From an optimization exercise on the open Yosys and OpenROAD flow, aimed at small area, a short achievable clock period and few clock cycles per item; shortcuts taken in it are not production practice. Where RTL was checked, it was by simulation tests only, not by an equivalence proof against the original. Function not checked in runs 2 and 3: the RTL went through the layout flow alone. Power and IR drop assume default switching activity.

**design.v**
```verilog
module Share_1_A1(
	input wire [3:0] data_in,
	output wire [3:0] data_out
);
assign data_out[3] = 1'b1 ^ data_in[3] ^ data_in[1];
assign data_out[2] = 1'b1 ^ data_in[2];
assign data_out[1] = data_in[1] ^ data_in[0];
assign data_out[0] = data_in[1];
endmodule 
module Affine_1(
	input wire [3:0] x1,	 
	input wire [3:0] x2,
	input wire [3:0] x3,
	output wire [3:0] y1,	 
	output wire [3:0] y2, 
	output wire [3:0] y3 
);
Share_1_A1 i_share_1_A1 (x1, y1);
Share_1_A1 i_share_2_A1 (x2, y2);
Share_1_A1 i_share_3_A1 (x3, y3);
endmodule 
module Share_1_A2(
	input wire [3:0] data_in,
	output wire [3:0] data_out
);
assign data_out[3]   = data_in[3] ^ data_in[1] ^ data_in[0];
assign data_out[2] = 1'b1 ^ data_in[3] ^ data_in[1];
assign data_out[1] = 1'b1 ^ data_in[2] ^ data_in[1] ^ data_in[0];
assign data_out[0] = data_in[3] ^ data_in[2] ^ data_in[1] ^ data_in[0];
endmodule 
module Affine_2(
	input wire [3:0] x1,	 
	input wire [3:0] x2,
	input wire [3:0] x3,
	output wire [3:0] y1,	 
	output wire [3:0] y2,
	output wire [3:0] y3
);
Share_1_A2 i_share_1_A2 (x1, y1);
Share_1_A2 i_share_2_A2 (x2, y2);
Share_1_A2 i_share_3_A2 (x3, y3);
endmodule 
module Share_1_A3(
	input wire [3:0] data_in,
	output wire [3:0] data_out
);
assign data_out[3]   = data_in[0];
assign data_out[2] = data_in[1];
assign data_out[1] = data_in[2];
assign data_out[0] = data_in[3];
endmodule 
module Affine_3(
	input wire [3:0] x1,	 
	input wire [3:0] x2,
	input wire [3:0] x3,
	output wire [3:0] y1,	 
	output wire [3:0] y2,
	output wire [3:0] y3
);
Share_1_A3 i_share_1_A3 (x1, y1);
Share_1_A3 i_share_2_A3 (x2, y2);
Share_1_A3 i_share_3_A3 (x3, y3);
endmodule 
module Share_1_A4(
	input wire [3:0] data_in,
	output wire [3:0] data_out
);
assign data_out[3]   = 1'b1 ^ data_in[3] ^ data_in[2] ^ data_in[1] ^ data_in[0];
assign data_out[2] = data_in[3];
assign data_out[1] = 1'b1 ^ data_in[3] ^ data_in[1] ^ data_in[0];
assign data_out[0] = data_in[0];
endmodule 
module Affine_4(
	input wire [3:0] x1,	 
	input wire [3:0] x2,
	input wire [3:0] x3,
	output wire [3:0] y1,	 
	output wire [3:0] y2,
	output wire [3:0] y3
);
Share_1_A4 i_share_1_A4 (x1, y1);
Share_1_A4 i_share_2_A4 (x2, y2);
Share_1_A4 i_share_3_A4 (x3, y3);
endmodule 
module Share_1_A5(
	input wire [3:0] data_in,
	output wire [3:0] data_out
);
assign data_out[3] = 1'b1 ^ data_in[2];
assign data_out[2] = data_in[3] ^ data_in[1];
assign data_out[1] = 1'b1 ^ data_in[2] ^ data_in[0];
assign data_out[0] = 1'b1 ^ data_in[1] ^ data_in[0];
endmodule 
module Affine_5(
	input wire [3:0] x1,	 
	input wire [3:0] x2,
	input wire [3:0] x3,
	output wire [3:0] y1,	 
	output wire [3:0] y2,
	output wire [3:0] y3
);
Share_1_A5 i_share_1_A5 (x1, y1);
Share_1_A5 i_share_2_A5 (x2, y2);
Share_1_A5 i_share_3_A5 (x3, y3);
endmodule 
module Share_1_A6(
	input wire [3:0] data_in,
	output wire [3:0] data_out
);
assign data_out[3]   = 1'b1 ^ (data_in[3] ^ data_in[0]);
assign data_out[2] = data_in[2];
assign data_out[1] = data_in[0];
assign data_out[0] = 1'b1 ^ data_in[1];
endmodule 
module Affine_6(
	input wire [3:0] x1,	 
	input wire [3:0] x2,
	input wire [3:0] x3,
	output wire [3:0] y1,	 
	output wire [3:0] y2,
	output wire [3:0] y3
);
Share_1_A6 i_share_1_A6 (x1, y1);
Share_1_A6 i_share_2_A6 (x2, y2);
Share_1_A6 i_share_3_A6 (x3, y3);
endmodule 
module Share_1_Q294(
	input wire [3:0] data_in_i,
	input wire [3:0] data_in_i_plus_1,
	output wire [3:0] data_out
);
assign data_out[3] = data_in_i[3];
assign data_out[2] = data_in_i[2];
assign data_out[1] = data_in_i[1] ^ (data_in_i[3]&data_in_i[2]) ^ (data_in_i[3]&data_in_i_plus_1[2]) ^ (data_in_i_plus_1[3]&data_in_i[2]);
assign data_out[0] = data_in_i[0] ^ (data_in_i[3]&data_in_i[1]) ^ (data_in_i[3]&data_in_i_plus_1[1]) ^ (data_in_i_plus_1[3]&data_in_i[1]);
endmodule 
module Quadratic_294(
	input wire [3:0] x1,	 
	input wire [3:0] x2,
	input wire [3:0] x3,
	output wire [3:0] y1,	 
	output wire [3:0] y2,
	output wire [3:0] y3
);
Share_1_Q294 i_share_1_Q294 (x1, x2, y1);
Share_1_Q294 i_share_2_Q294 (x2, x3, y2);
Share_1_Q294 i_share_3_Q294 (x3, x1, y3);
endmodule 
module linear_m(
  input [63:0] data_in,
  output wire [63:0] data_out
);
assign data_out[63:60] = data_in[63:60];
assign data_out[59:56] = data_in[43:40];
assign data_out[55:52] = data_in[23:20];
assign data_out[51:48] = data_in[3:0];
assign data_out[47:44] = data_in[47:44];
assign data_out[43:40] = data_in[27:24];
assign data_out[39:36] = data_in[7:4];
assign data_out[35:32] = data_in[51:48];
assign data_out[31:28] = data_in[31:28];
assign data_out[27:24] = data_in[11:8];
assign data_out[23:20] = data_in[55:52];
assign data_out[19:16] = data_in[35:32];
assign data_out[15:12] = data_in[15:12];
assign data_out[11:8] = data_in[59:56];
assign data_out[7:4] = data_in[39:36];
assign data_out[3:0] = data_in[19:16];
endmodule
module linear_mprime(
  input [63:0] data_in,
  output wire [63:0] data_out
);
assign data_out[63] = data_in[59] ^ data_in[55] ^ data_in[51];
assign data_out[62] = data_in[62] ^ data_in[54] ^ data_in[50];
assign data_out[61] = data_in[61] ^ data_in[57] ^ data_in[49];
assign data_out[60] = data_in[60] ^ data_in[56] ^ data_in[52];
assign data_out[59] = data_in[63] ^ data_in[59] ^ data_in[55];
assign data_out[58] = data_in[58] ^ data_in[54] ^ data_in[50];
assign data_out[57] = data_in[61] ^ data_in[53] ^ data_in[49];
assign data_out[56] = data_in[60] ^ data_in[56] ^ data_in[48];
assign data_out[55] = data_in[63] ^ data_in[59] ^ data_in[51];
assign data_out[54] = data_in[62] ^ data_in[58] ^ data_in[54];
assign data_out[53] = data_in[57] ^ data_in[53] ^ data_in[49];
assign data_out[52] = data_in[60] ^ data_in[52] ^ data_in[48];
assign data_out[51] = data_in[63] ^ data_in[55] ^ data_in[51];
assign data_out[50] = data_in[62] ^ data_in[58] ^ data_in[50];
assign data_out[49] = data_in[61] ^ data_in[57] ^ data_in[53];
assign data_out[48] = data_in[56] ^ data_in[52] ^ data_in[48];
assign data_out[47] = data_in[47] ^ data_in[43] ^ data_in[39];
assign data_out[46] = data_in[42] ^ data_in[38] ^ data_in[34];
assign data_out[45] = data_in[45] ^ data_in[37] ^ data_in[33];
assign data_out[44] = data_in[44] ^ data_in[40] ^ data_in[32];
assign data_out[43] = data_in[47] ^ data_in[43] ^ data_in[35];
assign data_out[42] = data_in[46] ^ data_in[42] ^ data_in[38];
assign data_out[41] = data_in[41] ^ data_in[37] ^ data_in[33];
assign data_out[40] = data_in[44] ^ data_in[36] ^ data_in[32];
assign data_out[39] = data_in[47] ^ data_in[39] ^ data_in[35];
assign data_out[38] = data_in[46] ^ data_in[42] ^ data_in[34];
assign data_out[37] = data_in[45] ^ data_in[41] ^ data_in[37];
assign data_out[36] = data_in[40] ^ data_in[36] ^ data_in[32];
assign data_out[35] = data_in[43] ^ data_in[39] ^ data_in[35];
assign data_out[34] = data_in[46] ^ data_in[38] ^ data_in[34];
assign data_out[33] = data_in[45] ^ data_in[41] ^ data_in[33];
assign data_out[32] = data_in[44] ^ data_in[40] ^ data_in[36];
assign data_out[31] = data_in[31] ^ data_in[27] ^ data_in[23];
assign data_out[30] = data_in[26] ^ data_in[22] ^ data_in[18];
assign data_out[29] = data_in[29] ^ data_in[21] ^ data_in[17];
assign data_out[28] = data_in[28] ^ data_in[24] ^ data_in[16];
assign data_out[27] = data_in[31] ^ data_in[27] ^ data_in[19];
assign data_out[26] = data_in[30] ^ data_in[26] ^ data_in[22];
assign data_out[25] = data_in[25] ^ data_in[21] ^ data_in[17];
assign data_out[24] = data_in[28] ^ data_in[20] ^ data_in[16];
assign data_out[23] = data_in[31] ^ data_in[23] ^ data_in[19];
assign data_out[22] = data_in[30] ^ data_in[26] ^ data_in[18];
assign data_out[21] = data_in[29] ^ data_in[25] ^ data_in[21];
assign data_out[20] = data_in[24] ^ data_in[20] ^ data_in[16];
assign data_out[19] = data_in[27] ^ data_in[23] ^ data_in[19];
assign data_out[18] = data_in[30] ^ data_in[22] ^ data_in[18];
assign data_out[17] = data_in[29] ^ data_in[25] ^ data_in[17];
assign data_out[16] = data_in[28] ^ data_in[24] ^ data_in[20];
assign data_out[15] = data_in[11] ^ data_in[7] ^ data_in[3];
assign data_out[14] = data_in[14] ^ data_in[6] ^ data_in[2];
assign data_out[13] = data_in[13] ^ data_in[9] ^ data_in[1];
assign data_out[12] = data_in[12] ^ data_in[8] ^ data_in[4];
assign data_out[11] = data_in[15] ^ data_in[11] ^ data_in[7];
assign data_out[10] = data_in[10] ^ data_in[6] ^ data_in[2];
assign data_out[9] = data_in[13] ^ data_in[5] ^ data_in[1];
assign data_out[8] = data_in[12] ^ data_in[8] ^ data_in[0];
assign data_out[7] = data_in[15] ^ data_in[11] ^ data_in[3];
assign data_out[6] = data_in[14] ^ data_in[10] ^ data_in[6];
assign data_out[5] = data_in[9] ^ data_in[5] ^ data_in[1];
assign data_out[4] = data_in[12] ^ data_in[4] ^ data_in[0];
assign data_out[3] = data_in[15] ^ data_in[7] ^ data_in[3];
assign data_out[2] = data_in[14] ^ data_in[10] ^ data_in[2];
assign data_out[1] = data_in[13] ^ data_in[9] ^ data_in[5];
assign data_out[0] = data_in[8] ^ data_in[4] ^ data_in[0];
endmodule
module linear_m_inv (
  input [63:0] data_in,
  output wire [63:0] data_out
);
assign data_out[63:60] = data_in[63:60];
assign data_out[59:56] = data_in[11:8];
assign data_out[55:52] = data_in[23:20];
assign data_out[51:48] = data_in[35:32];
assign data_out[47:44] = data_in[47:44];
assign data_out[43:40] = data_in[59:56];
assign data_out[39:36] = data_in[7:4];
assign data_out[35:32] = data_in[19:16];
assign data_out[31:28] = data_in[31:28];
assign data_out[27:24] = data_in[43:40];
assign data_out[23:20] = data_in[55:52];
assign data_out[19:16] = data_in[3:0];
assign data_out[15:12] = data_in[15:12];
assign data_out[11:8] = data_in[27:24];
assign data_out[7:4] = data_in[39:36];
assign data_out[3:0] = data_in[51:48];
endmodule
module prince_core_data (
    input  wire [191:0] state   ,
    input  wire [191:0] pt      ,
    input  wire [383:0] key     ,
    input  wire         s_i     ,
    input  wire         s_p0    ,
    input  wire         s_p1    ,
    input  wire         s_de    ,
    input  wire         s_f     ,
    input  wire         s_d     ,
    input  wire         s_ef    ,
    input  wire [ 63:0] rc      ,
    output wire [191:0] nxt     ,
    output wire [191:0] ct
);
    localparam SBOX_NUMBER = 16;
    genvar j;
    wire [191:0] k0 = {key[383:320], key[255:192], key[127:64]};
    wire [191:0] k1 = {key[319:256], key[191:128], key[63:0]};
    wire [191:0] k0_end = {{key[320],key[383:322],(key[321] ^ key[383])},
        {key[192],key[255:194],(key[193] ^ key[255])},
        {key[64],key[127:66],(key[65] ^ key[127])}};
    wire [191:0] rck1 = {128'b0, rc} ^ k1;
    wire [191:0] h, p0, p1, u1, u5, w, w_sr, t, m, m_sr, v, d, e;
    generate
        for (j = 0; j < SBOX_NUMBER; j = j + 1) begin: nib
            Quadratic_294 Q (
                .x1(state[191-4*j -: 4]), .x2(state[127-4*j -: 4]), .x3(state[63-4*j -: 4]),
                .y1(h[191-4*j -: 4]), .y2(h[127-4*j -: 4]), .y3(h[63-4*j -: 4]));
        end
        for (j = 0; j < 3*SBOX_NUMBER; j = j + 1) begin: nsh
            nib_p0 P0 (.x(h[4*j +: 4]), .y(p0[4*j +: 4]));
            nib_p1 P1 (.x(h[4*j +: 4]), .y(p1[4*j +: 4]));
            nib_u1 U1 (.x(h[4*j +: 4]), .y(u1[4*j +: 4]));
            nib_u5 U5 (.x(h[4*j +: 4]), .y(u5[4*j +: 4]));
            nib_d4 D4 (.x(v[4*j +: 4]), .y(d[4*j +: 4]));
            nib_e6 E6 (.x(m[4*j +: 4]), .y(e[4*j +: 4]));
        end
        for (j = 0; j < 3; j = j + 1) begin: sh
            linear_m_inv  SRI (.data_in(w[191-64*j -: 64]), .data_out(w_sr[191-64*j -: 64]));
            linear_mprime MP  (.data_in(t[191-64*j -: 64]), .data_out(m[191-64*j -: 64]));
            linear_m      SR  (.data_in(m[191-64*j -: 64]), .data_out(m_sr[191-64*j -: 64]));
        end
    endgenerate
    assign w  = u5 ^ rck1;
    assign ct = w ^ k0_end;
    assign t  = ({192{s_de}} & u1) | ({192{s_f}} & w_sr);
    assign v  = m_sr ^ ({192{s_i}} & (pt ^ k0)) ^ rck1;
    assign nxt = ({192{s_p0}} & p0) | ({192{s_p1}} & p1) |
                 ({192{s_d}} & d) | ({192{s_ef}} & e);
endmodule
module nib_p0 (input wire [3:0] x, output wire [3:0] y);
    assign y[3] = x[3] ^ x[0];
    assign y[2] = x[1] ^ x[0];
    assign y[1] = x[2];
    assign y[0] = x[3];
endmodule
module nib_p1 (input wire [3:0] x, output wire [3:0] y);
    assign y[3] = x[1] ^ x[0];
    assign y[2] = ~(x[1]);
    assign y[1] = x[2] ^ x[0];
    assign y[0] = ~(x[3]);
endmodule
module nib_u1 (input wire [3:0] x, output wire [3:0] y);
    assign y[3] = ~(x[3] ^ x[2] ^ x[1]);
    assign y[2] = ~(x[2]);
    assign y[1] = x[0];
    assign y[0] = x[2] ^ x[1];
endmodule
module nib_u5 (input wire [3:0] x, output wire [3:0] y);
    assign y[3] = ~(x[2]);
    assign y[2] = x[3] ^ x[2] ^ x[1];
    assign y[1] = ~(x[1] ^ x[0]);
    assign y[0] = ~(x[0]);
endmodule
module nib_d4 (input wire [3:0] x, output wire [3:0] y);
    assign y[3] = ~(x[3] ^ x[2] ^ x[1] ^ x[0]);
    assign y[2] = x[3];
    assign y[1] = x[2];
    assign y[0] = x[0];
endmodule
module nib_e6 (input wire [3:0] x, output wire [3:0] y);
    assign y[3] = ~(x[3] ^ x[0]);
    assign y[2] = x[2];
    assign y[1] = ~(x[3]);
    assign y[0] = ~(x[1]);
endmodule
module prince_top (
    input  wire         clk       ,
    input  wire         reset     ,
    input  wire         start     ,
    input  wire [191:0] plaintext ,
    input  wire [383:0] key       ,
    output reg          done      ,
    output wire [191:0] ciphertext
);
    reg  [191:0] shared_state;
    reg          busy;
    reg  [  2:0] pos;      
    reg  [ 11:0] layer;    
    reg          s_p0, s_p1, s_de, s_f, s_d, s_ef;
    wire [191:0] nxt;
    wire [ 63:0] rc;
    wire        last    = busy & pos[2] & layer[11];
    wire        busy_n  = busy ? ~last : start;
    wire [ 2:0] pos_n   = busy ? {pos[1:0], pos[2]} : 3'b001;
    wire [11:0] layer_n = ~busy  ? {11'b0, start} :
                          last   ? 12'b0 :
                          pos[2] ? {layer[10:0], 1'b0} : layer;
    localparam [64*12-1:0] RCS = {
        64'hC0AC29B7C97C50DD, 64'hD3B5A399CA0C2399, 64'h64A51195E0E3610D,
        64'hC882D32F25323C54, 64'h85840851F1AC43AA, 64'h7EF84F78FD955CB1,
        64'h0000000000000000, 64'hBE5466CF34E90C6C, 64'h452821E638D01377,
        64'h082EFA98EC4E6C89, 64'hA4093822299F31D0, 64'h13198A2E03707344};
    reg  [63:0] rc_r;
    wire [63:0] rc_n;
    genvar b, l;
    generate
        for (b = 0; b < 64; b = b + 1) begin: rcb
            wire [11:0] sel;
            for (l = 0; l < 12; l = l + 1) begin: rcl
                assign sel[l] = RCS[64*l + b] & layer_n[l];
            end
            assign rc_n[b] = |sel;
        end
    endgenerate
    assign rc = rc_r;
    prince_core_data d_prince_core (
        .state(shared_state),
        .pt   (plaintext   ),
        .key  (key         ),
        .s_i  (~busy       ),
        .s_p0 (s_p0        ),
        .s_p1 (s_p1        ),
        .s_de (s_de        ),
        .s_f  (s_f         ),
        .s_d  (s_d         ),
        .s_ef (s_ef        ),
        .rc   (rc          ),
        .nxt  (nxt         ),
        .ct   (ciphertext  )
    );
    always @(posedge clk) begin
        shared_state <= nxt;
    end
    always @(posedge clk) begin
        if (reset) begin
            busy  <= 1'b0;
            done  <= 1'b0;
            pos   <= 3'b001;
            layer <= 12'b0;
            s_p0  <= 1'b0;
            s_p1  <= 1'b0;
            s_de  <= 1'b0;
            s_f   <= 1'b0;
            s_d   <= 1'b1;
            s_ef  <= 1'b0;
            rc_r  <= 64'b0;
        end else begin
            busy  <= busy_n;
            done  <= busy & pos[1] & layer[11];
            pos   <= pos_n;
            layer <= layer_n;
            s_p0  <= busy_n & pos_n[0];
            s_p1  <= busy_n & pos_n[1];
            s_de  <= busy_n & pos_n[2] & (|layer_n[5:0]);
            s_f   <= busy_n & pos_n[2] & (|layer_n[11:6]);
            s_d   <= ~busy_n | (pos_n[2] & (|layer_n[4:0]));
            s_ef  <= busy_n & pos_n[2] & (|layer_n[10:5]);
            rc_r  <= rc_n;
        end
    end
endmodule
```
**flow/run.sh**
```bash
#!/bin/bash
# Standard ORFS layout with two changes:
#  - synthesis maps the logic with flow/area.abc, an area-oriented ABC script,
#    in place of ORFS's speed script (everything else in the standard
#    synthesis, synth_recipe.tcl, is unchanged, so the registers are the same);
#  - the port buffers that buffer_ports inserts are the smallest plain buffer
#    (repair may still resize them).
set -euo pipefail
work=$(pwd)
{
  echo "proc abc {args} {"
  echo "  set i [lsearch -exact \$args -script]"
  echo "  if {\$i >= 0} { lset args [expr {\$i + 1}] $work/flow/area.abc }"
  echo "  yosys abc {*}\$args"
  echo "}"
  cat synth_recipe.tcl
} > own_synth.tcl
export BUFFER_PORTS_ARGS="-buffer_cell sky130_fd_sc_hd__buf_1"
bash standard.sh SYNTH_SCRIPT="$work/own_synth.tcl" finish > standard_flow.log 2>&1
```
**flow/area.abc**
```
&get -n
&st
&dch
&nf
&put
```
**standard.sh**
```bash
#!/bin/bash
# synth_recipe.tcl (not shown) runs the flow's synth.tcl, then flattens the netlist and writes it again
# the make line also repeats each setting of config.mk as NAME=value (left out here)
make -C /OpenROAD-flow-scripts/flow DESIGN_CONFIG=/design/flow/config.mk WORK_HOME=/design/flow/orfs CLKGATE_MAP_FILE= SYNTH_SCRIPT=/design/flow/synth_recipe.tcl "${@:-finish}"
```
**config.mk**
```make
export PLATFORM = sky130hd
export DESIGN_NAME = prince_top
export DESIGN_NICKNAME = prince_top
export VERILOG_FILES = /design/flow/design.v
export SDC_FILE = /design/flow/constraint.sdc
export NUM_CORES = 4
export LEC_CHECK = 0
export CAP_MARGIN = 5
export CORE_MARGIN = 2
export CORE_UTILIZATION = 55
export SETUP_SLACK_MARGIN = 2.5
export SLEW_MARGIN = 5
```
**constraint.sdc**
```tcl
create_clock -name core_clock -period 6.5 [get_ports {clk}]
set_input_delay 1.3000 -clock core_clock [delete_from_list [all_inputs] [get_ports {clk}]]
set_output_delay 1.3000 -clock core_clock [all_outputs]
set_load 0.01 [all_outputs]
```
==> key figures, run 1 <==
Outcome
  – Outcome: complete, no violations

Setup path
  – Reg2Reg Depth: 9
  – Cell Chain, Critical Path: a21boi_0, o21ai_1, xor2_2, xnor3_1, xor2_1, buf_1
  – CP startpoint kind: flip-flop
  – Family with the most delay on the worst path: XOR/XNOR gates
  – Critical path arrival: 2.70 ns
  – Reg2Reg Capture Point: shared_state[19]
  – Req. time, crit path: 5.20 ns
  – Worst Path Buf+Inv: 1
  – Largest fanout on the critical path: 6
  – CP Capture Type: output port
  – CP max stage delay: 0.55 ns
  – Reg2reg start: s_de
  – Slowest cell on crit path: dfxtp_1
  – Flop-to-flop setup slack: 2.56 ns
  – Setup Crit Path Kind: flip-flop to output port

Hold path
  – Worst Hold Class: flip-flop to flip-flop
  – Hold Crit Depth: 2
  – Hold Startpoint: pos[0]
  – Hold endpoint: s_p1

Layout
  – Share of cells above drive strength 1: 8.57%
  – Synth-to-Final Area Change: 20.0%
  – Fin nets: 5138
  – Layout fillers: 5284
  – Multi-input logic area: 29000 µm²
  – Reg area: 5310 µm²
  – Core Util, Final: 66.6%

Route
  – Total number of vias: 33009
  – Routed wire length: 150000 µm
  – # DRC: 0
  – DRT iter0 DRCs: 4655
  – DR WL/cell: 28.2 µm
  – DR pass1 iterations: 10
  – Final antenna-violating net count: 0
  – Vias/cell: 6.20

Yosys
  – Syn Nets: 4266
  – Netlist cell types: 38
  – Synthesized area per cell: 9.18 µm²
  – Post-synth ARST share: 0%
  – Yosys reg bits: 254
  – Top cells by area, synth: xnor2_1 23%, dfxtp_1 15%, xnor3_1 15%
  – Top_reg_cell synth: dfxtp_1
  – Post-synth EDFFs: 0
  – Synth area leader: xnor2_1
  – Yosys Warn Count: 1
  – Syn Std Cell Area: 33400 µm²
  – Yosys top cell area share: 23.2%
  – Post-synthesis instance total: 3639
  – Seq/Total Area, Yosys: 15.2%

Power
  – P_leak: 16.1 nW
  – Total Power: 28.5 mW
  – Peak supply drop: 453 µV
  – P per Cell Area: 710 nW/µm²

Clocking
  – TritonCTS clock tree: built
  – Sink Count: 254
  – CTS root buf: clkbuf_16
  – Max Buffers Root-to-Sink: 3
  – Clock transition at path regs: 0.06 ns
  – Max H-tree Level: 2
  – Cts hold-fix bufs: 0
  – CTS Buf Count: 36
  – Insertion delay to the later sink of the worst-skew pair: 0.58 ns

Floorplanning
  – Initial Util: 55.5%
  – Die X: 251 µm
  – I/O pin cnt: 772
  – Core area: 60200 µm²
  – Chip height: 251 µm
  – Die area: 62800 µm²
  – # rows: 90

Timing
  – Max Slew Vio Count: 0
  – Final sum of negative setup slack: 0 ns
  – Unrepaired setup endpoints after global routing: yes
  – Post-route setup slack: 2.50 ns
  – Period utilization: 61.6%
  – Clk_skew: 0.0313 ns
  – Final hold violation count: 0
  – Tightest Pin Transition: 1.07 ns
  – Setup Viol. Count Final: 0
  – Tmin final: 4.00 ns
  – Relative slew margins: 28.8%
  – Max frequency: 250 MHz

GRT
  – First-pass GRT wire length: 211000 µm
  – Overflow after GRT: 0
  – Pin count of the biggest net entering global routing: 118
  – Gr usage total: 46.0%
  – Number of global-route vias before repair: 31104
  – Initial antenna violation count: 9

Run
  – Max-cap violations: 0

Placement
  – Place WS: 1.94 ns
  – # port buffers: 771
  – HPWL Detailed: 118000 µm
  – Final GP Congestion: 1.06
[layer usage]
layer / wire length [µm] / global-route usage [%] / share of wire, %
met1: 55600 / 59.2 / 37
met2: 65400 / 70.6 / 44
met3: 17200 / 8.48 / 11
met4: 11900 / 30.6 / 7.9
met5: 22 / 0 / 0.015
[cells in the final DEF, fill, tap and decap left out, types with 50 or more instances in the layout]
cell	instances
a2bb2oi_1	52
buf_1	769
o211ai_1	61
buf_4	58
a22oi_1	128
a21oi_1	327
dfxtp_1	147
xnor2_1	852
nand2_1	357
xor2_1	495
o21ai_0	325
xnor3_2	56
nor2_1	118
xnor3_1	160
dfxtp_2	71
xor3_1	50
[cell usage after synthesis, drive strengths merged, types with 6 or more instances]
cell     number
nand2       357
mux2          6
a221o         8
dfxtp       254
nor2        118
clkinv       35
a21oi       340
a21boi       15
a22o         21
o211ai       61
a22oi       131
xor2        533
xnor3       216
a2bb2oi      53
a221oi       25
a222oi       44
o2111ai      23
o21ai       328
xor3         60
a31oi        11
nor3          6
o221ai        7
or2           6
xnor2       885
ha           48
[kinds of logic after synthesis]
| kind of cell | share of synthesized area, % |
|---|---|
| buffers and inverters | 0.393 |
| flip-flops | 15.2 |
| AO/OA/AOI/OAI | 20.4 |
| AND/OR/NAND/NOR | 5.90 |
| multiplexers | 0.352 |
| adder cells (fa/ha/maj) | 1.80 |
| XOR/XNOR | 56.0 |
[worst register-to-register path, delay by kind of cell, from the launching register on]
kind | cells | cell delay [ns]
xor+xnor | 5 | 1.79
buf+inv | 2 | 1.16
compound gates | 2 | 0.37
flops | 1 | 0.53
[power by group]
part           switching [mW]  total, mW  internal (mW)  leakage [nW]
logic                    12.3       22.6           10.3          13.3
clock network           0.880       2.20           1.32         0.615
registers                1.45       3.68           2.23          2.14
total                    14.6       28.5           13.8          16.1
[registers in the layout (all words and copies together), names as in the netlist]
| signal | flops |
|---|---|
| rc_r | 39 |
| s_d | 1 |
| s_f | 1 |
| done | 1 |
| s_de | 1 |
| s_p0 | 1 |
| busy | 1 |
| s_ef | 1 |
| s_p1 | 1 |
| pos | 3 |
| layer | 12 |
| shared_state | 192 |
[final cells by class]
cell class | count | share of cell area (%)
multi-input combinational | 3350 | 72.2
sequential | 254 | 13.2
timing repair buffer | 834 | 8.57
clock buffer | 52 | 2.70
tap | 782 | 2.44
clock inverter | 13 | 0.459
inverter | 35 | 0.343
antenna | 8 | 0.0499
[stage by stage]
| step | std cells | hold WS [ns] | area (µm²) |
|---|---|---|---|
| after floorplan | 3639 | 0.425 | 33400 |
| after global placement | 5215 | 0.435 | 37500 |
| after detailed placement | 5215 | 0.436 | 37500 |
| after CTS | 5286 | 0.447 | 39600 |
| after global routing | 5324 | 0.493 | 40100 |
| final | 5328 | 0.454 | 40100 |
[how the worst max path moves through the flow]
stage | startpoint | endpoint | slack, ns | cells past startpoint
3_3_place_gp | key[51] | shared_state[51] | 1.97 | 10
3_5_place_dp | key[51] | shared_state[51] | 1.94 | 10
2_1_floorplan | s_f | shared_state[87] | 2.40 | 8
6_report | shared_state[41] | ciphertext[105] | 2.50 | 6
4_1_cts | shared_state[189] | ciphertext[189] | 2.50 | 6
5_1_grt | shared_state[173] | ciphertext[173] | 2.48 | 6
[what timing repair did]
| item | in CTS | in global routing |
|---|---|---|
| setup buffers | 6 | 34 |
| gates resized for setup | 232 | 65 |
| endpoints found under the setup margin | 132 | 66 |
| pin swaps | 27 | 41 |
Testbench counts, summed over its fixed seeds: cycles 7,104, items 192.
==> inputs of run 2 (changes only) <==
--- a/design.v
+++ b/design.v
@@ -270,2 +270,3 @@
     input  wire         s_ef    ,
+    input  wire         s_o     ,
     input  wire [ 63:0] rc      ,
@@ -308,3 +309,3 @@
     assign nxt = ({192{s_p0}} & p0) | ({192{s_p1}} & p1) |
-                 ({192{s_d}} & d) | ({192{s_ef}} & e);
+                 ({192{s_d}} & d) | ({192{s_ef}} & e) | ({192{s_o}} & ct);
 endmodule
@@ -359,3 +360,3 @@
     reg  [ 11:0] layer;    
-    reg          s_p0, s_p1, s_de, s_f, s_d, s_ef;
+    reg          s_p0, s_p1, s_de, s_f, s_d, s_ef, s_o;
     wire [191:0] nxt;
@@ -397,6 +398,8 @@
         .s_ef (s_ef        ),
+        .s_o  (s_o         ),
         .rc   (rc          ),
         .nxt  (nxt         ),
-        .ct   (ciphertext  )
+        .ct   (            )
     );
+    assign ciphertext = shared_state;
     always @(posedge clk) begin
@@ -416,2 +419,3 @@
             s_ef  <= 1'b0;
+            s_o   <= 1'b0;
             rc_r  <= 64'b0;
@@ -419,3 +423,3 @@
             busy  <= busy_n;
-            done  <= busy & pos[1] & layer[11];
+            done  <= last;
             pos   <= pos_n;
@@ -428,2 +432,3 @@
             s_ef  <= busy_n & pos_n[2] & (|layer_n[10:5]);
+            s_o   <= busy_n & pos_n[2] & layer_n[11];
             rc_r  <= rc_n;
--- a/config.mk
+++ b/config.mk
@@ -7,3 +7,3 @@
 export LEC_CHECK = 0
-export CAP_MARGIN = 5
+export CAP_MARGIN = 20
 export CORE_MARGIN = 2
@@ -11,2 +11,2 @@
 export SETUP_SLACK_MARGIN = 2.5
-export SLEW_MARGIN = 5
+export SLEW_MARGIN = 20
==> key figures, run 2 <==
Outcome
  – Outcome: complete, no violations

Clocking
  – TritonCTS clock tree: built
  – CTS root buf: clkbuf_16
  – Insertion delay to the later sink of the worst-skew pair: 0.58 ns
  – Sink Count: 255
  – Clock transition at path regs: 0.06 ns
  – CTS Buf Count: 35
  – Max H-tree Level: 2
  – Max Buffers Root-to-Sink: 3

Layout
  – Largest register FFs: 192
  – Non-Filler Instances: 5511
  – Reg area: 5200 µm²
  – Biggest register: shared_state
  – Synth-to-Final Area Change: 18.0%
  – Most frequent cells in the layout: 888 x xnor2_1, 770 x buf_1, 401 x xor2_1, 359 x o21ai_0, 336 x nand2_1
  – Fin nets: 5244
  – Layout fillers: 5633
  – Multi-input logic area: 29900 µm²
  – Share of cells above drive strength 1: 5.32%
  – Commonest non-fill, non-tap cell in the layout: xnor2_1
  – Largest regs: shared_state (192), rc_r (39), layer (12)

GRT
  – Overflow after GRT: 0
  – Gr usage total: 47.8%
  – Pin count of the biggest net entering global routing: 192
  – Initial antenna violation count: 28
  – First-pass GRT wire length: 223000 µm
  – Number of global-route vias before repair: 32422

Timing
  – Max Slew Vio Count: 0
  – Period utilization: 62.7%
  – Relative slew margins: 12.3%
  – Final hold violation count: 0
  – Setup Viol. Count Final: 0
  – Clk_skew: 0.0201 ns
  – Final sum of negative setup slack: 0 ns
  – Max frequency: 245 MHz
  – Tmin final: 4.08 ns
  – Tightest Pin Transition: 1.32 ns
  – Unrepaired setup endpoints after global routing: yes
  – Post-route setup slack: 2.42 ns

Placement
  – Place WS: 1.97 ns
  – Final GP Congestion: 1.04
  – # port buffers: 771
  – Placed Instances: 5424
  – HPWL Detailed: 127000 µm

Hold path
  – Worst Hold Class: flip-flop to flip-flop

Route
  – # DRC: 0
  – Final antenna-violating net count: 0
  – DR WL/cell: 29.6 µm
  – DR pass1 iterations: 15
  – Total number of vias: 35685
  – Vias/cell: 6.48
  – DRT iter0 DRCs: 5688
  – Routed wire length: 163000 µm

Setup path
  – Critical path arrival: 4.53 ns
  – Setup Crit Path Kind: flip-flop to flip-flop
  – Req. time, crit path: 6.95 ns
  – CP Capture Type: flip-flop
  – CP startpoint kind: flip-flop
  – CP max stage delay: 0.66 ns
  – Largest fanout on the critical path: 8
  – Cell Chain, Critical Path: ha_1, xnor2_1, xnor3_1, xnor2_1, a22oi_1, xnor3_1, xor2_1, xor3_1, xor3_1, nand2_1, nand4_1
  – Slowest cell on crit path: dfxtp_1
  – Worst Path Buf+Inv: 0
  – Family with the most delay on the worst path: XOR/XNOR gates

Yosys
  – Synth top cells by count: 907 x xnor2_1, 420 x xor2_1, 362 x o21ai_0
  – Yosys reg bits: 255
  – Seq/Total Area, Yosys: 14.7%
  – Syn Nets: 4407
  – Yosys top cell area share: 22.9%
  – Post-synthesis instance total: 3780
  – Synth area leader: xnor2_1
  – Top cells by area, synth: xnor2_1 23%, xnor3_1 16%, dfxtp_1 15%
  – Synthesized area per cell: 9.18 µm²
  – Most common cell in the netlist: xnor2_1
  – Syn Std Cell Area: 34700 µm²
  – Yosys Warn Count: 1
  – Netlist cell types: 43
  – Top_reg_cell synth: dfxtp_1
  – Post-synth ARST share: 0%
  – Post-synth EDFFs: 0

Floorplanning
  – Die area: 65100 µm²
  – I/O pin cnt: 772
  – # rows: 92
  – Die X: 255 µm
  – Initial Util: 55.3%
  – Core area: 62700 µm²
  – Chip height: 255 µm

Power
  – Peak supply drop: 471 µV
  – P_leak: 16.2 nW
  – P per Cell Area: 606 nW/µm²
  – Total Power: 24.8 mW

Run
  – Max-cap violations: 0
-- run 2: cell type report --
type | instances | area share [%]
clock buffer | 46 | 2.47
multi-input combinational | 3458 | 73.1
timing repair buffer | 800 | 7.74
antenna | 24 | 0.147
inverter | 67 | 0.657
sequential | 255 | 12.7
tap | 846 | 2.59
clock inverter | 15 | 0.623
-- run 2: final timing paths --
kind              depth (start not counted)             start          endpoint  slack (ns)
setup / recovery                         11  shared_state[63]  shared_state[23]        2.42
hold reg to reg                           2            pos[0]              s_p1        0.45
hold / removal                            2            pos[0]              s_p1        0.45
setup reg to reg                         11  shared_state[63]  shared_state[23]        2.42
-- run 2: stage by stage --
stage	hold slack [ns]	util (%)	cell area [µm²]
floorplan	0.426	-	34700
global placement	0.434	62.1	38900
detailed placement	0.441	62.1	38900
CTS	0.449	64.3	40400
global route	0.471	65.2	40900
finish	0.448	65.3	40900
-- run 2: logic make-up after synthesis --
kind of cell,count (synthesis),share of synthesized area (%)
compound gates,1189,21.8
simple gates,550,6.52
xor+xnor,1625,53.1
fa+ha+maj,48,1.73
buf+inv,67,0.725
mux,46,1.41
flops,255,14.7
-- run 2: where the power goes --
group          internal (mW)  leakage, nW  switching, mW
Sequential              2.14         2.14           1.69
Clock                   1.37        0.619          0.876
Combinational           9.13         13.4           9.59
Total                   12.6         16.2           12.2
-- run 2: what timing repair did --
item                       4_1_cts  5_1_grt
resized for setup               40      115
setup endpoints to repair       34       51
hold buffers                     0        0
buffers inserted                 0        2
pin swaps                        0        2
cloned                           0        0
-- run 2: routing by layer --
| metal | GRT usage, % | vias up | share of wire, % |
|---|---|---|---|
| met4 | 25.7 | 13 | 6.4 |
| met3 | 13.6 | 545 | 14 |
| met1 | 62.3 | 16860 | 37 |
| met2 | 71.4 | 2793 | 42 |
| met5 | 0 | - | 0.072 |
| li1 | - | 15474 | - |
-- run 2: worst reg2reg max path: cells and delay by family (launching register included) --
| kind | cells | cell delay, ns |
|---|---|---|
| adder cells (fa/ha/maj) | 1 | 0.26 |
| AO/OA/AOI/OAI | 1 | 0.46 |
| flip-flops | 1 | 0.66 |
| AND/OR/NAND/NOR | 2 | 0.16 |
| XOR/XNOR | 7 | 2.41 |
==> inputs of run 3 (changes only) <==
--- a/config.mk
+++ b/config.mk
@@ -10,3 +10,3 @@
 export CORE_UTILIZATION = 55
-export SETUP_SLACK_MARGIN = 2.5
+export SETUP_SLACK_MARGIN = 3.0
 export SLEW_MARGIN = 20
==> key figures, run 3 <==
Timing
  – Max Slew Vio Count: 0
  – Relative slew margins: 17.9%
  – Tmin final: 3.59 ns
  – Clk_skew: 0.0362 ns
  – Post-route setup slack: 2.91 ns
  – Final hold violation count: 0
  – Period utilization: 55.2%
  – Setup Viol. Count Final: 0
  – Max frequency: 279 MHz
  – Final sum of negative setup slack: 0 ns
  – Unrepaired setup endpoints after global routing: yes
  – Tightest Pin Transition: 1.22 ns

Clocking
  – TritonCTS clock tree: built
  – Sink Count: 255
  – Insertion delay to the later sink of the worst-skew pair: 0.60 ns
  – Max Buffers Root-to-Sink: 3
  – Clock transition at path regs: 0.06 ns
  – CTS Buf Count: 38
  – CTS root buf: clkbuf_16
  – Max H-tree Level: 2

Placement
  – Final GP Congestion: 1.06
  – Place WS: 1.94 ns
  – Placed Instances: 5424
  – Placed inst area: 39000 µm²
  – HPWL Detailed: 130000 µm
  – # port buffers: 771

Yosys
  – Syn Std Cell Area: 34700 µm²
  – Post-synth EDFFs: 0
  – Most common cell in the netlist: xnor2_1
  – Synth area leader: xnor2_1
  – Syn Nets: 4407
  – Yosys top cell area share: 22.9%
  – Post-synth ARST share: 0%
  – Netlist cell types: 43
  – Synthesized area per cell: 9.18 µm²
  – Synth top cells by count: 907 x xnor2_1, 420 x xor2_1, 362 x o21ai_0
  – Top_reg_cell synth: dfxtp_1
  – Yosys reg bits: 255
  – Top cells by area, synth: xnor2_1 23%, xnor3_1 16%, dfxtp_1 15%
  – Post-synthesis instance total: 3780
  – Seq/Total Area, Yosys: 14.7%
  – Yosys Warn Count: 1

Floorplanning
  – Initial Util: 55.3%
  – # rows: 92
  – Core area: 62700 µm²
  – I/O pin cnt: 772
  – Die X: 255 µm
  – Chip height: 255 µm
  – Die area: 65100 µm²

Setup path
  – Req. time, crit path: 6.96 ns
  – Cell Chain, Critical Path: a21oi_1, xnor2_2, xnor2_1, a22oi_1, xor2_1, xor2_1, xnor2_1, a221o_1, a21o_1
  – Critical path arrival: 4.05 ns
  – CP Capture Type: flip-flop
  – Largest fanout on the critical path: 7
  – Slowest cell on crit path: dfxtp_1
  – CP max stage delay: 0.60 ns
  – CP startpoint kind: flip-flop
  – Setup Crit Path Kind: flip-flop to flip-flop

Route
  – # DRC: 0
  – DRT iter0 DRCs: 6182
  – Total number of vias: 37248
  – DR WL/cell: 30.5 µm
  – Final antenna-violating net count: 0
  – DR pass1 iterations: 11
  – Vias/cell: 6.56
  – Routed wire length: 174000 µm

Power
  – Register share of total power: 15.2%
  – NetSw: 13.5 mW
  – Int Power: 13.8 mW
  – P_leak: 17.8 nW
  – Clk network pwr share: 8.2%
  – P per Cell Area: 612 nW/µm²
  – Sw Ratio: 49.4%
  – Peak supply drop: 390 µV
  – Total Power: 27.3 mW
  – Combinational share of power: 76.7%

GRT
  – First-pass GRT wire length: 234000 µm
  – Gr usage total: 50.3%
  – Pin count of the biggest net entering global routing: 192
  – Number of global-route vias before repair: 33345
  – Overflow after GRT: 0
  – Initial antenna violation count: 27

Hold path
  – Worst Hold Class: flip-flop to flip-flop

Layout
  – Layout fillers: 5091
  – Non-Filler Instances: 5682
  – Biggest register: shared_state
  – Post-Layout Inst Area: 44600 µm²
  – Most frequent cells in the layout: 782 x xnor2_1, 770 x buf_1, 362 x xor2_1, 351 x o21ai_0, 336 x nand2_1
  – Largest regs: shared_state (192), rc_r (39), layer (12)
  – Commonest non-fill, non-tap cell in the layout: xnor2_1
  – Fin nets: 5401
  – Largest register FFs: 192
  – Synth-to-Final Area Change: 28.5%
  – Share of cells above drive strength 1: 16.6%

Run
  – Max-cap violations: 0

Outcome
  – Outcome: complete, no violations
-- run 3: layout make-up --
type	count	area, µm²	share of cell area [%]
clock inverter	16	184	0.412
multi-input combinational	3458	32100	71.9
inverter	67	279	0.626
timing repair inverter	1	11.3	0.0253
sequential	255	5450	12.2
clock buffer	54	1100	2.47
tap	846	1060	2.37
antenna	32	80.1	0.180
timing repair buffer	953	4350	9.76
-- run 3: repair_timing --
action	4_1_cts	5_1_grt
pin swaps	47	110
gates resized for setup	436	222
hold buffers	0	0
setup buffers	38	117
endpoints found under the setup margin	147	61
cloned	0	1
-- run 3: critical path: cells and delay by family, from the launching register on --
family	cells	cell delay, ns
xor+xnor	5	1.60
compound gates	4	1.25
flops	1	0.60
-- run 3: worst paths after layout --
kind | cells past startpoint | slack [ns] | endpoint | start
worst max-delay path | 9 | 2.91 | shared_state[143] | shared_state[89]
worst min-delay path | 2 | 0.46 | s_p1 | pos[0]
worst max register to register | 9 | 2.91 | shared_state[143] | shared_state[89]
worst min register to register | 2 | 0.46 | s_p1 | pos[0]
-- run 3: metrics by stage --
step | utilization (%) | hold WS [ns]
floorplan | - | 0.426
global route | 71.1 | 0.478
CTS | 67.6 | 0.449
global placement | 62.2 | 0.432
finish | 71.1 | 0.461
detailed placement | 62.2 | 0.444
-- run 3: power by group through the flow --
stage / sequential (mW) / combinational, mW / clock (mW)
6_report: 4.14 / 20.9 / 2.23
5_1_grt: 4.10 / 22.0 / 2.27
4_1_cts: 3.97 / 19.0 / 2.21
3_5_place_dp: 3.82 / 17.9 / 0
3_3_place_gp: 3.82 / 17.8 / 0
2_1_floorplan: 3.29 / 14.0 / 0
-- run 3: logic make-up after synthesis --
kind of cell | synth area share, %
compound gates | 21.8
xor+xnor | 53.1
fa+ha+maj | 1.73
buf+inv | 0.725
flops | 14.7
mux | 1.41
simple gates | 6.52
-- run 3: routing by layer --
metal  track usage, %  up-vias  part of all wire (%)
met5             1.20        -                 0.075
met4             34.8        6                   8.0
met3             13.3      698                    14
met2             73.2     3278                    42
met1             64.8    17455                    36
li1                 -    15811                     -
==> inputs of run 4 (changes only) <==
--- a/design.v
+++ b/design.v
@@ -363,8 +363,2 @@
     wire [ 63:0] rc;
-    wire        last    = busy & pos[2] & layer[11];
-    wire        busy_n  = busy ? ~last : start;
-    wire [ 2:0] pos_n   = busy ? {pos[1:0], pos[2]} : 3'b001;
-    wire [11:0] layer_n = ~busy  ? {11'b0, start} :
-                          last   ? 12'b0 :
-                          pos[2] ? {layer[10:0], 1'b0} : layer;
     localparam [64*12-1:0] RCS = {
@@ -374,4 +368,2 @@
         64'h082EFA98EC4E6C89, 64'hA4093822299F31D0, 64'h13198A2E03707344};
-    reg  [63:0] rc_r;
-    wire [63:0] rc_n;
     genvar b, l;
@@ -381,8 +373,7 @@
             for (l = 0; l < 12; l = l + 1) begin: rcl
-                assign sel[l] = RCS[64*l + b] & layer_n[l];
+                assign sel[l] = RCS[64*l + b] & layer[l];
             end
-            assign rc_n[b] = |sel;
+            assign rc[b] = |sel;
         end
     endgenerate
-    assign rc = rc_r;
     prince_core_data d_prince_core (
@@ -407,2 +398,8 @@
     end
+    wire        last    = busy & pos[2] & layer[11];
+    wire        busy_n  = busy ? ~last : start;
+    wire [ 2:0] pos_n   = busy ? {pos[1:0], pos[2]} : 3'b001;
+    wire [11:0] layer_n = ~busy  ? {11'b0, start} :
+                          last   ? 12'b0 :
+                          pos[2] ? {layer[10:0], 1'b0} : layer;
     always @(posedge clk) begin
@@ -420,3 +417,2 @@
             s_o   <= 1'b0;
-            rc_r  <= 64'b0;
         end else begin
@@ -433,3 +429,2 @@
             s_o   <= busy_n & pos_n[2] & layer_n[11];
-            rc_r  <= rc_n;
         end
==> key figures, run 4 <==
GRT
  – Pin count of the biggest net entering global routing: 119
  – Initial antenna violation count: 7
  – First-pass GRT wire length: 238000 µm
  – Number of global-route vias before repair: 34744
  – Overflow after GRT: 0
  – Gr usage total: 51.3%

Route
  – DR pass1 iterations: 10
  – DRT iter0 DRCs: 5455
  – DR WL/cell: 30.6 µm
  – # DRC: 0
  – Vias/cell: 6.65
  – Final antenna-violating net count: 0
  – Total number of vias: 37281
  – Routed wire length: 172000 µm

Timing
  – WHS: 0.451 ns
  – Tightest Pin Transition: 1.15 ns
  – Max frequency: 278 MHz
  – Clk_skew: 0.0243 ns
  – Max Slew Vio Count: 0
  – Relative slew margins: 22.5%
  – Final hold violation count: 0
  – Final sum of negative setup slack: 0 ns
  – Period utilization: 55.3%
  – Setup Viol. Count Final: 0
  – Unrepaired setup endpoints after global routing: yes
  – Tmin final: 3.59 ns

Clocking
  – Sink Count: 216
  – TritonCTS clock tree: built
  – CTS root buf: clkbuf_16
  – Insertion delay to the later sink of the worst-skew pair: 0.63 ns
  – Max Buffers Root-to-Sink: 3
  – Clock transition at path regs: 0.06 ns
  – Max H-tree Level: 1
  – CTS Buf Count: 31

Floorplanning
  – Initial Util: 55.9%
  – # rows: 90
  – Core area: 60600 µm²
  – Die area: 63600 µm²
  – I/O pin cnt: 772
  – Chip height: 252 µm
  – Die X: 252 µm

Run
  – Max-cap violations: 0

Layout
  – Largest regs: shared_state (192), layer (12), pos (3)
  – Commonest non-fill, non-tap cell in the layout: buf_1
  – Core Util, Final: 72.3%
  – Fin nets: 5420
  – Synth-to-Final Area Change: 29.3%
  – Most frequent cells in the layout: 771 x buf_1, 761 x xnor2_1, 396 x o21ai_0, 373 x xor2_1, 355 x nand2_1
  – Layout fillers: 4910
  – Largest register FFs: 192
  – Biggest register: shared_state
  – Post-Layout Inst Area: 43800 µm²
  – Share of cells above drive strength 1: 17.0%

Placement
  – Placed inst area: 38200 µm²
  – HPWL Detailed: 129000 µm
  – Final GP Congestion: 1.09
  – # port buffers: 771

Setup path
  – CP Launch Point: layer[1]
  – Req. time, crit path: 7.03 ns
  – CP Capture Type: flip-flop
  – Reg2reg start: layer[1]
  – Setup Crit Path Kind: flip-flop to flip-flop
  – CP startpoint kind: flip-flop
  – Critical path arrival: 4.12 ns
  – Largest fanout on the critical path: 12

Hold path
  – Hold Startpoint: pos[0]
  – Worst Hold Class: flip-flop to flip-flop

Yosys
  – Post-synthesis instance total: 3776
  – Synth area leader: xnor2_1
  – Top cells by area, synth: xnor2_1 22%, xnor3_1 14%, dfxtp_1 13%
  – Top_reg_cell synth: dfxtp_1
  – Synth top cells by count: 866 x xnor2_1, 435 x xor2_1, 403 x o21ai_0
  – Netlist cell types: 53
  – Yosys reg bits: 216
  – Yosys Warn Count: 1
  – Synthesized area per cell: 8.97 µm²
  – Most common cell in the netlist: xnor2_1
  – Yosys top cell area share: 22.4%
  – Post-synth ARST share: 0%
  – Post-synth EDFFs: 0
  – Syn Nets: 4403
  – Syn Std Cell Area: 33900 µm²
  – Seq/Total Area, Yosys: 12.8%

Power
  – Total Power: 26.8 mW
  – Peak supply drop: 356 µV
  – P_leak: 17.5 nW
  – P per Cell Area: 612 nW/µm²

Outcome
  – Outcome: complete, no violations
## run 4: timing repair
| action | in CTS | in global routing |
|---|---|---|
| setup buffers | 79 | 100 |
| gates cloned | 0 | 0 |
| hold buffers | 0 | 0 |
| endpoints found under the setup margin | 157 | 64 |
| endpoints found under the hold margin | 0 | 0 |
| gates resized for setup | 491 | 205 |
| pin swaps | 78 | 83 |
## run 4: area by class of cell
cell class / instances / area, µm² / area share, %
diodes: 10 / 25.0 / 0.0571
inverters: 34 / 149 / 0.340
well taps: 782 / 978 / 2.23
multi-input cells: 3526 / 32300 / 73.7
flip-flops and latches: 216 / 4740 / 10.8
repair buffers: 984 / 4610 / 10.5
clock inverters: 13 / 97.6 / 0.223
clock buffers: 44 / 915 / 2.09
## run 4: power breakdown
group | internal [mW] | switching (mW) | total, mW | leakage, nW
combinational | 10.3 | 10.8 | 21.1 | 15.1
sequential | 2.08 | 1.82 | 3.90 | 1.86
clock | 1.01 | 0.786 | 1.79 | 0.505
total | 13.4 | 13.4 | 26.8 | 17.5
## run 4: layer usage
layer  share of wire, %  global-route usage, %  routed length (µm)  vias up
met4                 11                   45.2               19600        2
met5             0.0082                      0                  14        -
li1                   -                      -                   -    15868
met2                 41                   75.3               71000     3295
met3                 14                   13.0               23500      882
met1                 34                   62.5               57600    17234
## run 4: worst paths after layout
kind                                    endpoint  slack, ns  depth (start not counted)
worst max register to register  shared_state[47]       2.91                         10
worst max-delay path            shared_state[47]       2.91                         10
worst min register to register              s_p1       0.45                          2
worst min-delay path                        s_p1       0.45                          2
## run 4: kinds of logic (layout without fill, tap and decap cells)
| family | Yosys count | in the layout | synth area share, % |
|---|---|---|---|
| adders and majority gates | 48 | 48 | 1.77 |
| AOI/OAI and AO/OA | 1230 | 1230 | 23.1 |
| buffers and inverters | 34 | 1075 | 0.377 |
| DFF | 216 | 216 | 12.8 |
| muxes | 25 | 25 | 0.746 |
| other | 0 | 10 | 0 |
| xor gates and xnor gates | 1593 | 1593 | 53.3 |
| and+or+nand+nor | 630 | 630 | 7.95 |
## run 4: critical path, cell delays in order (launching register included)
cell and delay [ns]:
dfxtp_2 0.41, or4_1 0.62, or3_4 0.44, xor2_4 0.19
xnor2_1 0.20, a2bb2oi_2 0.28, xnor3_1 0.39, xnor2_1 0.25
xnor2_1 0.16, xnor3_1 0.40, o21ai_0 0.16
## run 4: stage by stage
stage | std cells | setup slack, ns
3_3_place_gp | 5363 | 1.95
4_1_cts | 5499 | 2.93
5_1_grt | 5604 | 2.82
3_5_place_dp | 5363 | 2.02
2_1_floorplan | 3776 | 2.90
6_report | 5609 | 2.91
Testbench counts of run 4, summed over its fixed seeds: cycles 7,296, items 192.
==> inputs of run 5 (changes only) <==
--- a/config.mk
+++ b/config.mk
@@ -10,3 +10,3 @@
 export CORE_UTILIZATION = 55
-export SETUP_SLACK_MARGIN = 3.0
+export SETUP_SLACK_MARGIN = 2.5
 export SLEW_MARGIN = 20
==> key figures, run 5 <==
Run
  – Max-cap violations: 0

Clocking
  – TritonCTS clock tree: built
  – Sink Count: 216
  – CTS Buf Count: 34
  – Insertion delay to the later sink of the worst-skew pair: 0.57 ns
  – Max Buffers Root-to-Sink: 3
  – CTS root buf: clkbuf_16
  – Clock transition at path regs: 0.06 ns
  – Cts hold-fix bufs: 0
  – Max H-tree Level: 2

Yosys
  – Syn Nets: 4403
  – Most common cell in the netlist: xnor2_1
  – Top cells by area, synth: xnor2_1 22%, xnor3_1 14%, dfxtp_1 13%
  – Top_reg_cell synth: dfxtp_1
  – Post-synth ARST share: 0%
  – Syn Std Cell Area: 33900 µm²
  – Post-synthesis instance total: 3776
  – Yosys reg bits: 216
  – Post-synth EDFFs: 0
  – Seq/Total Area, Yosys: 12.8%
  – Yosys top cell area share: 22.4%
  – Yosys Warn Count: 1
  – Synth area leader: xnor2_1
  – Netlist cell types: 53
  – Synth top cells by count: 866 x xnor2_1, 435 x xor2_1, 403 x o21ai_0
  – Synthesized area per cell: 8.97 µm²

Layout
  – Non-Filler Instances: 5442
  – Share of cells above drive strength 1: 5.94%
  – Commonest non-fill, non-tap cell in the layout: xnor2_1
  – Largest regs: shared_state (192), layer (12), pos (3)
  – Fin nets: 5247
  – Layout fillers: 5435
  – Post-Layout Inst Area: 40100 µm²
  – Core Util, Final: 66.2%
  – Biggest register: shared_state
  – Largest register FFs: 192
  – Synth-to-Final Area Change: 18.3%
  – Most frequent cells in the layout: 843 x xnor2_1, 771 x buf_1, 414 x xor2_1, 401 x o21ai_0, 356 x nand2_1

Route
  – DR WL/cell: 29.8 µm
  – Total number of vias: 35521
  – Vias/cell: 6.53
  – Routed wire length: 162000 µm
  – DR pass1 iterations: 8
  – DRT iter0 DRCs: 4953
  – Final antenna-violating net count: 0
  – # DRC: 0

Timing
  – Tmin final: 4.07 ns
  – Setup Viol. Count Final: 0
  – Tightest Pin Transition: 1.15 ns
  – Final sum of negative setup slack: 0 ns
  – Period utilization: 62.7%
  – Clk_skew: 0.0227 ns
  – Post-route setup slack: 2.43 ns
  – Max frequency: 245 MHz
  – Relative slew margins: 23.2%
  – Max Slew Vio Count: 0
  – Final hold violation count: 0
  – WHS: 0.452 ns
  – Unrepaired setup endpoints after global routing: yes

Placement
  – # port buffers: 771
  – HPWL Detailed: 126000 µm
  – Placed inst area: 38100 µm²
  – Placed Instances: 5361
  – Place WS: 2.03 ns
  – Final GP Congestion: 1.07

Setup path
  – CP max stage delay: 0.58 ns
  – Critical path arrival: 4.56 ns
  – CP startpoint kind: flip-flop
  – Req. time, crit path: 6.99 ns
  – Largest fanout on the critical path: 13
  – Family with the most delay on the worst path: XOR/XNOR gates
  – Slowest cell on crit path: or4_1
  – Most used cell, CP: xnor2_1
  – CP Capture Type: flip-flop
  – Setup Crit Path Kind: flip-flop to flip-flop
  – Worst Path Buf+Inv: 0
  – Cell Chain, Critical Path: or4_1, or3_1, xor2_1, xnor2_1, a2bb2oi_2, xnor3_1, xnor2_1, xnor2_1, xnor3_1, o21ai_0

Hold path
  – Worst Hold Class: flip-flop to flip-flop

Power
  – P_leak: 15.9 nW
  – Peak supply drop: 334 µV
  – Total Power: 24.2 mW
  – P per Cell Area: 603 nW/µm²

Floorplanning
  – Initial Util: 55.9%
  – # rows: 90
  – I/O pin cnt: 772
  – Core area: 60600 µm²
  – Die X: 252 µm
  – Chip height: 252 µm
  – Die area: 63600 µm²

GRT
  – Gr usage total: 48.9%
  – Overflow after GRT: 0
  – Pin count of the biggest net entering global routing: 132
  – Initial antenna violation count: 21
  – First-pass GRT wire length: 226000 µm
  – Number of global-route vias before repair: 33082

Outcome
  – Outcome: complete, no violations
-- run 5: path summary, 6_finish.rpt --
check                start          endpoint  slack (ns)  cells past startpoint
hold / removal      pos[0]            pos[1]        0.45                      2
hold reg to reg     pos[0]            pos[1]        0.45                      2
setup / recovery  layer[0]  shared_state[47]        2.43                     10
setup reg to reg  layer[0]  shared_state[47]        2.43                     10
-- run 5: final cells by class --
class | instances | area, µm² | share of cell area, %
antenna | 17 | 42.5 | 0.106
clock buffer | 49 | 1010 | 2.52
clock inverter | 10 | 131 | 0.328
inverter | 34 | 149 | 0.371
multi-input combinational | 3526 | 30100 | 75.2
sequential | 216 | 4440 | 11.1
tap | 782 | 978 | 2.44
timing repair buffer | 808 | 3210 | 8.01
-- run 5: where the power goes --
| part | switching [mW] | internal [mW] | total (mW) |
|---|---|---|---|
| combinational | 9.48 | 8.99 | 18.5 |
| sequential | 1.79 | 1.92 | 3.71 |
| clock | 0.807 | 1.20 | 2.01 |
-- run 5: tightest hold or removal path, delay by kind of cell, from the launching register on --
| kind | cells | cell delay [ns] |
|---|---|---|
| DFF | 1 | 0.29 |
| and+or+nand+nor | 2 | 0.11 |
-- run 5: logic make-up (layout without fill, tap and decap cells) --
kind of cell,Yosys count,count (layout),synth area share [%]
AOI/OAI and AO/OA,1230,1230,23.1
xor gates and xnor gates,1593,1593,53.3
muxes,25,25,0.746
buffers and inverters,34,901,0.377
and+or+nand+nor,630,630,7.95
adders and majority gates,48,48,1.77
DFF,216,216,12.8
other,0,17,0
-- run 5: per-layer routing --
metal,vias up,global-route usage (%),share of wire (%)
met5,-,0,0.040
li1,15545,-,-
met1,16525,60.4,35
met4,10,38.2,9.0
met3,620,11.3,13
met2,2821,73.9,43
-- run 5: timing repair --
action / in CTS / in global routing
buffers inserted: 2 / 3
setup endpoints to repair: 35 / 54
gates resized for setup: 56 / 126
pin swaps: 1 / 3
hold endpoints to repair: 0 / 0
==> inputs of run 6 (changes only) <==
--- a/config.mk
+++ b/config.mk
@@ -10,3 +10,3 @@
 export CORE_UTILIZATION = 55
-export SETUP_SLACK_MARGIN = 2.5
+export SETUP_SLACK_MARGIN = 2.8
 export SLEW_MARGIN = 20
==> key figures, run 6 <==
Yosys
  – Synth area leader: xnor2_1
  – Netlist cell types: 53
  – Mux cell area share after synthesis: 0.746%
  – Syn Nets: 4403
  – Seq/Total Area, Yosys: 12.8%
  – Post-synth ARST share: 0%
  – Most common cell in the netlist: xnor2_1
  – Top_reg_cell synth: dfxtp_1
  – Synth top cells by count: 866 x xnor2_1, 435 x xor2_1, 403 x o21ai_0
  – Syn Std Cell Area: 33900 µm²
  – Post-synthesis xor/xnor area fraction: 53.3%
  – Post-synthesis instance total: 3776
  – Yosys Warn Count: 1
  – Post-synth EDFFs: 0
  – Top cells by area, synth: xnor2_1 22%, xnor3_1 14%, dfxtp_1 13%
  – Synthesized area per cell: 8.97 µm²
  – Synth Area in Adders: 1.77%
  – Yosys reg bits: 216
  – Yosys top cell area share: 22.4%
  – Synth Area in Simple Gates: 7.95%
  – Largest family of logic cells by synthesized area: XOR/XNOR gates
  – Compound-gate portion of the synthesized area: 23.1%

Floorplanning
  – Initial Util: 55.9%
  – Die X: 252 µm
  – I/O pin cnt: 772
  – Chip height: 252 µm
  – Core area: 60600 µm²
  – Die area: 63600 µm²
  – # rows: 90

Power
  – Total Power: 25.2 mW
  – P per Cell Area: 605 nW/µm²
  – Sw Ratio: 50.3%
  – Int Power: 12.5 mW
  – Clk network pwr share: 7.1%
  – Peak supply drop: 329 µV
  – Combinational share of power: 77.7%
  – P_leak: 16.5 nW
  – Register share of total power: 15.3%
  – NetSw: 12.7 mW

Placement
  – HPWL Detailed: 128000 µm
  – Placed inst area: 38100 µm²
  – Final GP Congestion: 1.05
  – # port buffers: 771

Route
  – Final antenna-violating net count: 0
  – Total number of vias: 36209
  – # DRC: 0
  – Routed wire length: 165000 µm
  – DRT iter0 DRCs: 5160
  – DR WL/cell: 30.2 µm
  – DR pass1 iterations: 9
  – Vias/cell: 6.61

Clocking
  – Sink Count: 216
  – TritonCTS clock tree: built
  – Insertion delay to the later sink of the worst-skew pair: 0.62 ns
  – CTS root buf: clkbuf_16
  – Max Buffers Root-to-Sink: 3
  – CTS Buf Count: 31
  – Clock transition at path regs: 0.06 ns
  – Max H-tree Level: 1

GRT
  – Initial antenna violation count: 27
  – First-pass GRT wire length: 230000 µm
  – Overflow after GRT: 0
  – Pin count of the biggest net entering global routing: 94
  – Number of global-route vias before repair: 33327
  – Gr usage total: 49.6%

Timing
  – WHS: 0.452 ns
  – Clk_skew: 0.0255 ns
  – Final hold violation count: 0
  – Tightest Pin Transition: 1.28 ns
  – Relative slew margins: 13.5%
  – Max Slew Vio Count: 0
  – Final sum of negative setup slack: 0 ns
  – Setup Viol. Count Final: 0
  – Max frequency: 269 MHz
  – Tmin final: 3.71 ns
  – Unrepaired setup endpoints after global routing: yes
  – Period utilization: 57.1%

Outcome
  – Outcome: complete, no violations

Hold path
  – Hold Crit Depth: 2
  – Hold endpoint: pos[2]
  – Hold Startpoint: pos[1]
  – Worst Hold Class: flip-flop to flip-flop

Setup path
  – Reg2Reg Capture Point: shared_state[155]
  – Flop-to-flop setup slack: 2.79 ns
  – Reg2Reg Depth: 11
  – Setup Crit Path Kind: flip-flop to flip-flop
  – Largest fanout on the critical path: 9
  – CP startpoint kind: flip-flop
  – Reg2reg start: shared_state[154]
  – Critical path arrival: 4.20 ns
  – Req. time, crit path: 6.99 ns
  – CP Capture Type: flip-flop

Layout
  – Synth-to-Final Area Change: 22.9%
  – Post-Layout Inst Area: 41600 µm²
  – Biggest register: shared_state
  – Largest regs: shared_state (192), layer (12), pos (3)
  – Most frequent cells in the layout: 795 x xnor2_1, 771 x buf_1, 398 x o21ai_0, 394 x xor2_1, 356 x nand2_1
  – Largest register FFs: 192
  – Layout fillers: 5177
  – Share of cells above drive strength 1: 11.9%
  – Commonest non-fill, non-tap cell in the layout: xnor2_1
  – Fin nets: 5281

Run
  – Max-cap violations: 0
-- run 6: cells by family (layout without fill, tap and decap cells) --
kind of cell,after synthesis,after routing
xor gates and xnor gates,1593,1593
other,0,19
muxes,25,25
AOI/OAI and AO/OA,1230,1230
DFF,216,216
buffers and inverters,34,936
and+or+nand+nor,630,630
adders and majority gates,48,48
-- run 6: layout make-up --
| class | count | area [µm²] | area share [%] |
|---|---|---|---|
| Multi-Input combinational cell | 3526 | 31400 | 75.4 |
| Clock buffer | 51 | 961 | 2.31 |
| Inverter | 34 | 149 | 0.358 |
| Timing Repair Buffer | 845 | 3500 | 8.41 |
| Clock inverter | 6 | 32.5 | 0.0781 |
| Tap cell | 782 | 978 | 2.35 |
| Antenna cell | 19 | 47.5 | 0.114 |
| Sequential cell | 216 | 4580 | 11.0 |
-- run 6: routing by layer --
metal	track usage [%]	part of all wire, %	vias to the layer above
met3	10.9	13	646
met2	75.4	43	2905
met4	37.2	9.2	18
met1	61.7	35	17027
li1	-	-	15613
met5	0	0.068	-
-- run 6: how the worst max path moves through the flow --
| stage | slack [ns] | end | cells after the start | start |
|---|---|---|---|---|
| after global placement | 1.82 | shared_state[23] | 10 | layer[6] |
| final | 2.79 | shared_state[155] | 11 | shared_state[154] |
| after global routing | 2.69 | shared_state[155] | 11 | shared_state[154] |
| after floorplan | 2.85 | shared_state[63] | 9 | key[11] |
| after detailed placement | 2.11 | shared_state[7] | 9 | key[46] |
| after CTS | 2.70 | shared_state[43] | 11 | layer[10] |
-- run 6: through the flow --
| step | worst slack (ns) | instances | utilization, % |
|---|---|---|---|
| 6_report | 2.79 | 5479 | 68.7 |
| 5_1_grt | 2.69 | 5473 | 68.7 |
| 4_1_cts | 2.70 | 5420 | 66.3 |
| 3_5_place_dp | 2.11 | 5358 | 62.8 |
| 3_3_place_gp | 1.82 | 5358 | 62.8 |
| 2_1_floorplan | 2.85 | 3776 | - |
-- run 6: repair_timing --
action	CTS	global route
setup buffers	5	40
hold buffers	0	0
pin swaps	8	40
gates resized for setup	253	247
endpoints found under the setup margin	95	65
-- run 6: power groups by stage --
stage	Combinational (mW)	Clock, mW	Sequential [mW]
after floorplan	13.8	0	3.05
after global placement	17.4	0	3.51
after detailed placement	17.5	0	3.54
after CTS	18.2	1.76	3.61
after global routing	20.6	1.80	3.83
final	19.6	1.78	3.85
-- run 6: critical path, stage by stage (launching register included) --
cell	delay [ns]
dfxtp_2	0.56
ha_1	0.23
xnor2_1	0.13
xnor3_2	0.56
xor3_1	0.27
a2bb2oi_2	0.34
xnor3_1	0.46
xnor2_1	0.31
xor2_1	0.19
xnor3_1	0.40
nand2_1	0.07
nand4_1	0.07

-- separate check: timing with driven ports --
Ports are ideal in the flow. The routed layouts listed here were re-timed in OpenROAD.
Step 1: set_driving_cell puts a clkbuf_16 on clk and a buf_2 on each other input, an assumption about the parent block.
Step 2, shift: input delay + t, output delay - t, t = (earliest + latest rising clock arrival at the registers) / 2. This alone moves slack from input paths to output paths.
a / b / c = no drivers / after step 1 / after step 2; a / b = the first two.
run | t, ns | slack for setup (ns) | worst slew at a driven data input, ns
run 1 | 0.628 | 2.495 / 2.431 / 1.997 | 0.17
run 2 | 0.635 | 2.423 / 2.423 / 2.011 | 0.15
run 3 | 0.644 | 2.911 / 2.911 / 2.385 | 0.23
run 4 | 0.690 | 2.908 / 2.908 / 2.291 | 0.13
run 5 | 0.626 | 2.425 / 2.425 / 2.224 | 0.18
run 6 | 0.679 | 2.787 / 2.787 / 2.391 | 0.19
After both steps every run listed still meets setup and hold. For run 4, which loses most, drivers alone change the setup slack by 0.000 ns; drivers and shift together by -0.617 ns.
